Source: an optimization exercise on an open RTL-to-GDS flow (aim: small area). Production flows keep margins and buffers that such runs may drop.
RTL that was checked went through simulation tests only; none was proved equivalent to the original.
Power and IR drop assume default switching activity.

==> inputs of run a <==
## pe_array
module pe_array(
  input  clk_i,
  input  rst_ni,
  input  clr_i,
  output clr_o,
  input  we_i,
  output we_o,
  input  [1:0] mode_i,
  input  [64-1:0] srca_word_i,
  output [64-1:0] srca_word_o,
  input  [8-1:0] srcb_i,
  output [64-1:0] wordp_o
);
  reg         run_q, acc_q;
  reg  [63:0] srca_q;
  reg  [55:0] b_q;       
  reg  [8:1]  c_q;       
  reg         c9_q;
  reg  [9:0]  we_q;
  reg  [63:0] wordp_q;
  always @(posedge clk_i or negedge rst_ni) begin
    if (!rst_ni) begin
      run_q <= 1'b0; acc_q <= 1'b0;
      srca_q <= 64'd0; b_q <= 56'd0; c_q <= 8'd0; we_q <= 10'd0;
    end else begin
      run_q  <= 1'b1;
      acc_q  <= run_q & ~acc_q;
      srca_q <= srca_word_i;
      b_q    <= {b_q[47:0], srcb_i};
      c_q    <= {c_q[7:1], clr_i};
      we_q   <= {we_q[8:0], we_i};
    end
  end
  always @(posedge clk_i) begin
    c9_q <= c_q[8];
  end
  wire [9:1]  cc  = {c9_q, c_q};
  wire [63:0] psum;
  wire accmax = (mode_i == 2'b01);
  genvar j, k;
  generate for (j = 0; j < 4; j = j + 1) begin : g_pair
    localparam E = 2 * j + 1;
    localparam L = 2 * j;
    pe_pair u_pair (
      .clk_i  (clk_i),
      .rst_ni (rst_ni),
      .run_i  (run_q),
      .acc_i  (acc_q),
      .max_i  (accmax),
      .adde_i (~accmax & ~(cc[E+1] | cc[E+2])),
  ...
clock: 6.0 ns
lec_check: 0
abc_area: 1
cap_margin: 20
core_margin: 2
core_utilization: 60
cts_cluster_diameter: 70
cts_cluster_size: 20
gpl_timing_driven: 0
slew_margin: 20
synth_hierarchical: 1
standard.sh (not shown) runs the stock make flow with config.mk's settings and CLKGATE_MAP_FILE= SYNTH_SCRIPT=/design/flow/synth_recipe.tcl, a recipe that flattens the netlist after the stock synthesis.
==> flow/flow/run.sh <==
#!/bin/bash
# The standard layout (standard synthesis, floorplan, placement, CTS, routing)
# with one change in how the layout is made: the port buffers use the
# smallest buffer cell (the resizer still upsizes any that need it).
set -o pipefail
bash standard.sh "BUFFER_PORTS_ARGS=-buffer_cell sky130_fd_sc_hd__buf_1" finish > standard.log 2>&1
==> run b: changes against run a <==
--- a/flow/design.v
+++ b/flow/design.v
@@ -29,20 +29,21 @@
   input         addl_i,
   input         fe_i,      
   input         fl_i,
   input  [7:0]  ane_i,     
   input  [7:0]  anl_i,
   input  [7:0]  ae_i,      
   input  [7:0]  al_i,
-  input  [7:0]  b_i,       
+  input  [7:0]  be_i,      
+  input  [7:0]  bl_i,      
   output [7:0]  psume_o,
   output [7:0]  psuml_o
 );
   reg  [15:0] pe_q, r1_q, r2_q;
-  reg         acc_q, comp_q, accc_q;   
+  reg         acc_q, comp_q, accc_q;
   always @(posedge clk_i or negedge rst_ni) begin
     if (!rst_ni) begin
       acc_q <= 1'b0; comp_q <= 1'b0; accc_q <= 1'b0;
     end else begin
       acc_q  <= run_i & ~acc_i;
       comp_q <= ~run_i | acc_i;
       accc_q <= run_i & ~acc_i & ~max_i;
@@ -56,16 +57,16 @@
   pgt u_gte (.p(pe_q), .a(ane_i), .gt(gte));
   pgt u_gtl (.p(r1_q), .a(anl_i), .gt(gtl));
   always @(posedge clk_i) begin
     gtme_q <= max_i & gte;
     gtml_q <= max_i & gtl;
   end
   wire [7:0]  at = acc_q ? al_i : ane_i;
-  wire        bon = accc | comp;
-  wire [7:0]  bt = {{7{bon}} & b_i[7:1], (bon & b_i[0]) | (accm & ~gtml_q)};
+  wire [7:0]  bt = {({7{accc}} & bl_i[7:1]) | ({7{comp}} & be_i[7:1]),
+                    (accc & bl_i[0]) | (accm & ~gtml_q) | (comp & be_i[0])};
   wire        z2l = acc_q & gtml_q & addl_i;
   wire        z1l = acc_q & (addl_i ^ gtml_q);
   wire [15:0] zt = ({16{z1l}} & r2_q) | ({16{z2l}} & {r2_q[14:0], 1'b0});
   wire [15:0] t;
   wire m_pp1;
   wire m_pp2;
   wire m_pp3;
@@ -571,14 +572,15 @@
   output [64-1:0] srca_word_o,
   input  [8-1:0] srcb_i,
   output [64-1:0] wordp_o
 );
   reg         run_q, acc_q;
   reg  [63:0] srca_q;
   reg  [55:0] b_q;       
+  reg  [7:0]  b8_q;      
   reg  [8:1]  c_q;       
   reg         c9_q;
   reg  [9:0]  we_q;
   reg  [63:0] wordp_q;
   always @(posedge clk_i or negedge rst_ni) begin
     if (!rst_ni) begin
       run_q <= 1'b0; acc_q <= 1'b0;
@@ -589,38 +591,41 @@
       srca_q <= srca_word_i;
       b_q    <= {b_q[47:0], srcb_i};
       c_q    <= {c_q[7:1], clr_i};
       we_q   <= {we_q[8:0], we_i};
     end
   end
   always @(posedge clk_i) begin
+    b8_q <= b_q[55:48];
     c9_q <= c_q[8];
   end
+  wire [79:0] bop = {b8_q, b_q, srcb_i};   
   wire [9:1]  cc  = {c9_q, c_q};
   wire [63:0] psum;
   wire accmax = (mode_i == 2'b01);
   genvar j, k;
   generate for (j = 0; j < 4; j = j + 1) begin : g_pair
-    localparam E = 2 * j + 1;
-    localparam L = 2 * j;
+    localparam E = 2 * j;
+    localparam L = 2 * j + 1;
     pe_pair u_pair (
       .clk_i  (clk_i),
       .rst_ni (rst_ni),
       .run_i  (run_q),
       .acc_i  (acc_q),
       .max_i  (accmax),
       .adde_i (~accmax & ~(cc[E+1] | cc[E+2])),
       .addl_i (~accmax & ~(cc[L+1] | cc[L+2])),
       .fe_i   (cc[E+2]),
       .fl_i   (cc[L+2]),
       .ane_i  (srca_word_i[8*E+7:8*E]),
       .anl_i  (srca_word_i[8*L+7:8*L]),
       .ae_i   (srca_q[8*E+7:8*E]),
       .al_i   (srca_q[8*L+7:8*L]),
-      .b_i    (b_q[8*E-1:8*E-8]),
+      .be_i   (bop[8*E+7:8*E]),
+      .bl_i   (bop[8*L+15:8*L+8]),
       .psume_o(psum[8*E+7:8*E]),
       .psuml_o(psum[8*L+7:8*L])
     );
   end endgenerate
   generate for (k = 0; k < 8; k = k + 1) begin : g_out
     always @(posedge clk_i or negedge rst_ni) begin
       if (!rst_ni) wordp_q[8*k+7:8*k] <= 8'd0;
--- a/flow/config.mk
+++ b/flow/config.mk
@@ -7,10 +7,9 @@
 export LEC_CHECK = 0
 export ABC_AREA = 1
 export CAP_MARGIN = 20
 export CORE_MARGIN = 2
 export CORE_UTILIZATION = 60
 export CTS_CLUSTER_DIAMETER = 70
 export CTS_CLUSTER_SIZE = 20
-export GPL_TIMING_DRIVEN = 0
 export SLEW_MARGIN = 20
 export SYNTH_HIERARCHICAL = 1
==> run c: changes against run a <==
--- a/flow/design.v
+++ b/flow/design.v
@@ -17,57 +17,46 @@
   generate for (i = 0; i < 8; i = i + 1) begin : g_cmp
     assign lgt[i+1] = (x[i] & ~y[i]) | (x[i] & lgt[i]) | (~y[i] & lgt[i]);
   end endgenerate
   assign gt = (~p[15] & ~hi0) | ((hi0 | hi1) & lgt[8]);
 endmodule
 module pe_pair (
   input         clk_i,
-  input         rst_ni,
-  input         run_i,     
+  input         comp_i,    
   input         acc_i,     
+  input         accm_i,    
+  input         accc_i,    
   input         max_i,     
   input         adde_i,    
   input         addl_i,
   input         fe_i,      
   input         fl_i,
   input  [7:0]  ane_i,     
   input  [7:0]  anl_i,
   input  [7:0]  ae_i,      
   input  [7:0]  al_i,
-  input  [7:0]  b_i,       
+  input  [7:0]  be_i,      
+  input  [7:0]  bl_i,      
   output [7:0]  psume_o,
   output [7:0]  psuml_o
 );
   reg  [15:0] pe_q, r1_q, r2_q;
-  reg         acc_q, comp_q, accc_q;   
-  always @(posedge clk_i or negedge rst_ni) begin
-    if (!rst_ni) begin
-      acc_q <= 1'b0; comp_q <= 1'b0; accc_q <= 1'b0;
-    end else begin
-      acc_q  <= run_i & ~acc_i;
-      comp_q <= ~run_i | acc_i;
-      accc_q <= run_i & ~acc_i & ~max_i;
-    end
-  end
-  wire        comp = comp_q;
-  wire        accc = accc_q;
-  wire        accm = acc_q & ~accc_q;
   reg         gtme_q, gtml_q;  
   wire gte, gtl;
   pgt u_gte (.p(pe_q), .a(ane_i), .gt(gte));
   pgt u_gtl (.p(r1_q), .a(anl_i), .gt(gtl));
   always @(posedge clk_i) begin
     gtme_q <= max_i & gte;
     gtml_q <= max_i & gtl;
   end
-  wire [7:0]  at = acc_q ? al_i : ane_i;
-  wire        bon = accc | comp;
-  wire [7:0]  bt = {{7{bon}} & b_i[7:1], (bon & b_i[0]) | (accm & ~gtml_q)};
-  wire        z2l = acc_q & gtml_q & addl_i;
-  wire        z1l = acc_q & (addl_i ^ gtml_q);
+  wire [7:0]  at = acc_i ? al_i : ane_i;
+  wire [7:0]  bt = {({7{accc_i}} & bl_i[7:1]) | ({7{comp_i}} & be_i[7:1]),
+                    (accc_i & bl_i[0]) | (accm_i & ~gtml_q) | (comp_i & be_i[0])};
+  wire        z2l = acc_i & gtml_q & addl_i;
+  wire        z1l = acc_i & (addl_i ^ gtml_q);
   wire [15:0] zt = ({16{z1l}} & r2_q) | ({16{z2l}} & {r2_q[14:0], 1'b0});
   wire [15:0] t;
   wire m_pp1;
   wire m_pp2;
   wire m_pp3;
   wire m_pp4;
   wire m_pp5;
@@ -454,19 +443,19 @@
   assign m_p226 = m_s217 & m_s219;
   assign m_o227 = m_s221 ^ (m_k216 & m_p226);
   assign m_p228 = m_p226 & m_s221;
   assign m_o229 = m_s223 ^ (m_k216 & m_p228);
   assign m_p230 = m_p228 & m_s223;
   assign m_o231 = ~m_o229;
   assign t = {m_o231, m_o227, m_o225, m_o224, m_o214, m_o212, m_o210, m_o209, m_o198, m_o196, m_o194, m_o193, m_s183, m_s181, m_s179, m_s177};
-  wire        z2e = acc_q & gtme_q & adde_i;
-  wire        z1e = comp | (acc_q & (adde_i ^ gtme_q));
+  wire        z2e = acc_i & gtme_q & adde_i;
+  wire        z1e = comp_i | (acc_i & (adde_i ^ gtme_q));
   wire [15:0] ze = ({16{z1e}} & pe_q) | ({16{z2e}} & {pe_q[14:0], 1'b0});
-  wire        mxe = accm & ~gtme_q;
-  wire [15:0] xe = ({16{accc}} & r1_q) | ({16{mxe}} & {{8{ae_i[7]}}, ae_i});
+  wire        mxe = accm_i & ~gtme_q;
+  wire [15:0] xe = ({16{accc_i}} & r1_q) | ({16{mxe}} & {{8{ae_i[7]}}, ae_i});
   wire [15:0] pe_d;
   wire a_s1;
   wire a_c2;
   wire a_s3;
   wire a_c4;
   wire a_s5;
   wire a_c6;
@@ -551,76 +540,85 @@
   assign a_p50 = a_p48 & a_s41;
   assign pe_d = {a_o49, a_o47, a_o45, a_o43, a_o42, a_o30, a_o28, a_o26, a_o24, a_o23, a_s11, a_s9, a_s7, a_s5, a_s3, a_s1};
   always @(posedge clk_i) begin
     pe_q <= pe_d;
     r1_q <= t;
     r2_q <= r1_q;
   end
-  wire [7:0] pl = acc_q ? r2_q[15:8] : r1_q[15:8];
-  assign psume_o = pe_q[15:8] & {8{~(acc_q & fe_i)}};
-  assign psuml_o = pl & {8{~(acc_q & fl_i)}};
+  wire [7:0] pl = acc_i ? r2_q[15:8] : r1_q[15:8];
+  assign psume_o = pe_q[15:8] & {8{~(acc_i & fe_i)}};
+  assign psuml_o = pl & {8{~(acc_i & fl_i)}};
 endmodule
 module pe_array(
   input  clk_i,
   input  rst_ni,
   input  clr_i,
   output clr_o,
   input  we_i,
   output we_o,
   input  [1:0] mode_i,
   input  [64-1:0] srca_word_i,
   output [64-1:0] srca_word_o,
   input  [8-1:0] srcb_i,
   output [64-1:0] wordp_o
 );
-  reg         run_q, acc_q;
+  reg         run_q, acc_q, m_q;
   reg  [63:0] srca_q;
   reg  [55:0] b_q;       
+  reg  [7:0]  b8_q;      
   reg  [8:1]  c_q;       
   reg         c9_q;
   reg  [9:0]  we_q;
   reg  [63:0] wordp_q;
   always @(posedge clk_i or negedge rst_ni) begin
     if (!rst_ni) begin
-      run_q <= 1'b0; acc_q <= 1'b0;
+      run_q <= 1'b0; acc_q <= 1'b0; m_q <= 1'b0;
       srca_q <= 64'd0; b_q <= 56'd0; c_q <= 8'd0; we_q <= 10'd0;
     end else begin
       run_q  <= 1'b1;
       acc_q  <= run_q & ~acc_q;
+      m_q    <= (mode_i == 2'b01);
       srca_q <= srca_word_i;
       b_q    <= {b_q[47:0], srcb_i};
       c_q    <= {c_q[7:1], clr_i};
       we_q   <= {we_q[8:0], we_i};
     end
   end
   always @(posedge clk_i) begin
+    b8_q <= b_q[55:48];
     c9_q <= c_q[8];
   end
+  wire [79:0] bop = {b8_q, b_q, srcb_i};   
   wire [9:1]  cc  = {c9_q, c_q};
   wire [63:0] psum;
+  wire comp   = run_q & ~acc_q;
+  wire accm   = acc_q & m_q;
+  wire accc   = acc_q & ~m_q;
   wire accmax = (mode_i == 2'b01);
   genvar j, k;
   generate for (j = 0; j < 4; j = j + 1) begin : g_pair
-    localparam E = 2 * j + 1;
-    localparam L = 2 * j;
+    localparam E = 2 * j;
+    localparam L = 2 * j + 1;
     pe_pair u_pair (
       .clk_i  (clk_i),
-      .rst_ni (rst_ni),
-      .run_i  (run_q),
+      .comp_i (comp),
       .acc_i  (acc_q),
+      .accm_i (accm),
+      .accc_i (accc),
       .max_i  (accmax),
       .adde_i (~accmax & ~(cc[E+1] | cc[E+2])),
       .addl_i (~accmax & ~(cc[L+1] | cc[L+2])),
       .fe_i   (cc[E+2]),
       .fl_i   (cc[L+2]),
       .ane_i  (srca_word_i[8*E+7:8*E]),
       .anl_i  (srca_word_i[8*L+7:8*L]),
       .ae_i   (srca_q[8*E+7:8*E]),
       .al_i   (srca_q[8*L+7:8*L]),
-      .b_i    (b_q[8*E-1:8*E-8]),
+      .be_i   (bop[8*E+7:8*E]),
+      .bl_i   (bop[8*L+15:8*L+8]),
       .psume_o(psum[8*E+7:8*E]),
       .psuml_o(psum[8*L+7:8*L])
     );
   end endgenerate
   generate for (k = 0; k < 8; k = k + 1) begin : g_out
     always @(posedge clk_i or negedge rst_ni) begin
       if (!rst_ni) wordp_q[8*k+7:8*k] <= 8'd0;
--- a/flow/config.mk
+++ b/flow/config.mk
@@ -7,10 +7,9 @@
 export LEC_CHECK = 0
 export ABC_AREA = 1
 export CAP_MARGIN = 20
 export CORE_MARGIN = 2
 export CORE_UTILIZATION = 60
 export CTS_CLUSTER_DIAMETER = 70
 export CTS_CLUSTER_SIZE = 20
-export GPL_TIMING_DRIVEN = 0
 export SLEW_MARGIN = 20
 export SYNTH_HIERARCHICAL = 1
==> results by group <==
Clock tree
  • Worst skew pair latency: 610 ps
  • Total CTS buffers: 31

Placement
  • DPL Wire Length: 49800 um
  • Placed cell areas: 28000 um^2

Cells and area
  • Filler cell count: 3515
  • Fraction of area in multi-input gates: 46.8%
  • Seq area share: 33.0%
  • Antenna cells: 1

Timing
  • Crit share post-route: 96.2%
  • Final worst slack: 227 ps

Global routing
  • Met3 Usage GRT: 3.60%
  • Vias in the first global route: 20500

Critical path
  • WP depth: 20
  • Critical Path End: g_pair[3].u_pair.r1_q[13]
  • WP data arrival: 6290 ps

Route
  • Detailed Route WL: 62100 um

Run status
  • Status: timing/DRC/antenna clean

Pwr
  • Combinational logic power: 6.74 mW
(the above is from run b)
==> results by group <==
Run status
  • Status: timing/DRC/antenna clean

Clock tree
  • Total CTS buffers: 36
  • Worst skew pair latency: 570 ps

Placement
  • DPL Wire Length: 48900 um

Cells and area
  • Filler cell count: 3428
  • Fraction of area in multi-input gates: 48.4%
  • Antenna cells: 0

Timing
  • Final worst slack: 135 ps
  • Crit share post-route: 97.8%

Critical path
  • WP depth: 20
  • WP data arrival: 6370 ps

Global routing
  • Met3 Usage GRT: 3.97%

Route
  • Detailed Route WL: 60200 um
(the above is from run a)
==> results by group <==
Clock tree
  • Total CTS buffers: 30

Pwr
  • Combinational logic power: 5.40 mW

Critical path
  • Critical Path End: g_pair[0].u_pair.r1_q[13]

Placement
  • Placed cell areas: 27900 um^2
  • DPL Wire Length: 51400 um

Cells and area
  • Seq area share: 31.7%
  • Antenna cells: 2

Run status
  • Status: timing/DRC/antenna clean

Global routing
  • Met3 Usage GRT: 4.52%

Timing
  • Crit share post-route: 97.2%
(the above is from run c)
The RTL of run a and run b was laid out without a check of its function.

## port drivers added, routing unchanged
The results above use ideal ports. As a check the final layouts listed here were re-extracted and re-timed, cells and wires unchanged. Step 1, drivers: a clkbuf_16 drives clk_i and a buf_2 each remaining input, both assumed. Step 2 adds t to the input delays and takes it off the output delays; t is the mean of the earliest and latest rising clock arrival at the registers after step 1. Input paths then give back, and output paths get back, about the clock's delay inside the block. Slacks: no drivers / after step 1 / after step 2; pairs: no drivers / after step 1.
run	t (ns)	slack for setup (ns)	hold WS [ns]	worst data-port slew with drivers (ns)
run a	0.614	0.135 / 0.170 / -0.444	0.346 / 0.346 / 0.346	0.05
run b	0.651	0.227 / 0.257 / -0.394	0.345 / 0.345 / 0.345	0.09
run c	0.657	0.168 / 0.168 / -0.257	0.329 / 0.329 / 0.329	0.08
With both steps, setup timing fails in every run listed, where it was met with ideal ports. For run b, which loses most, drivers alone change the setup slack by +0.030 ns; drivers and shift together by -0.621 ns.
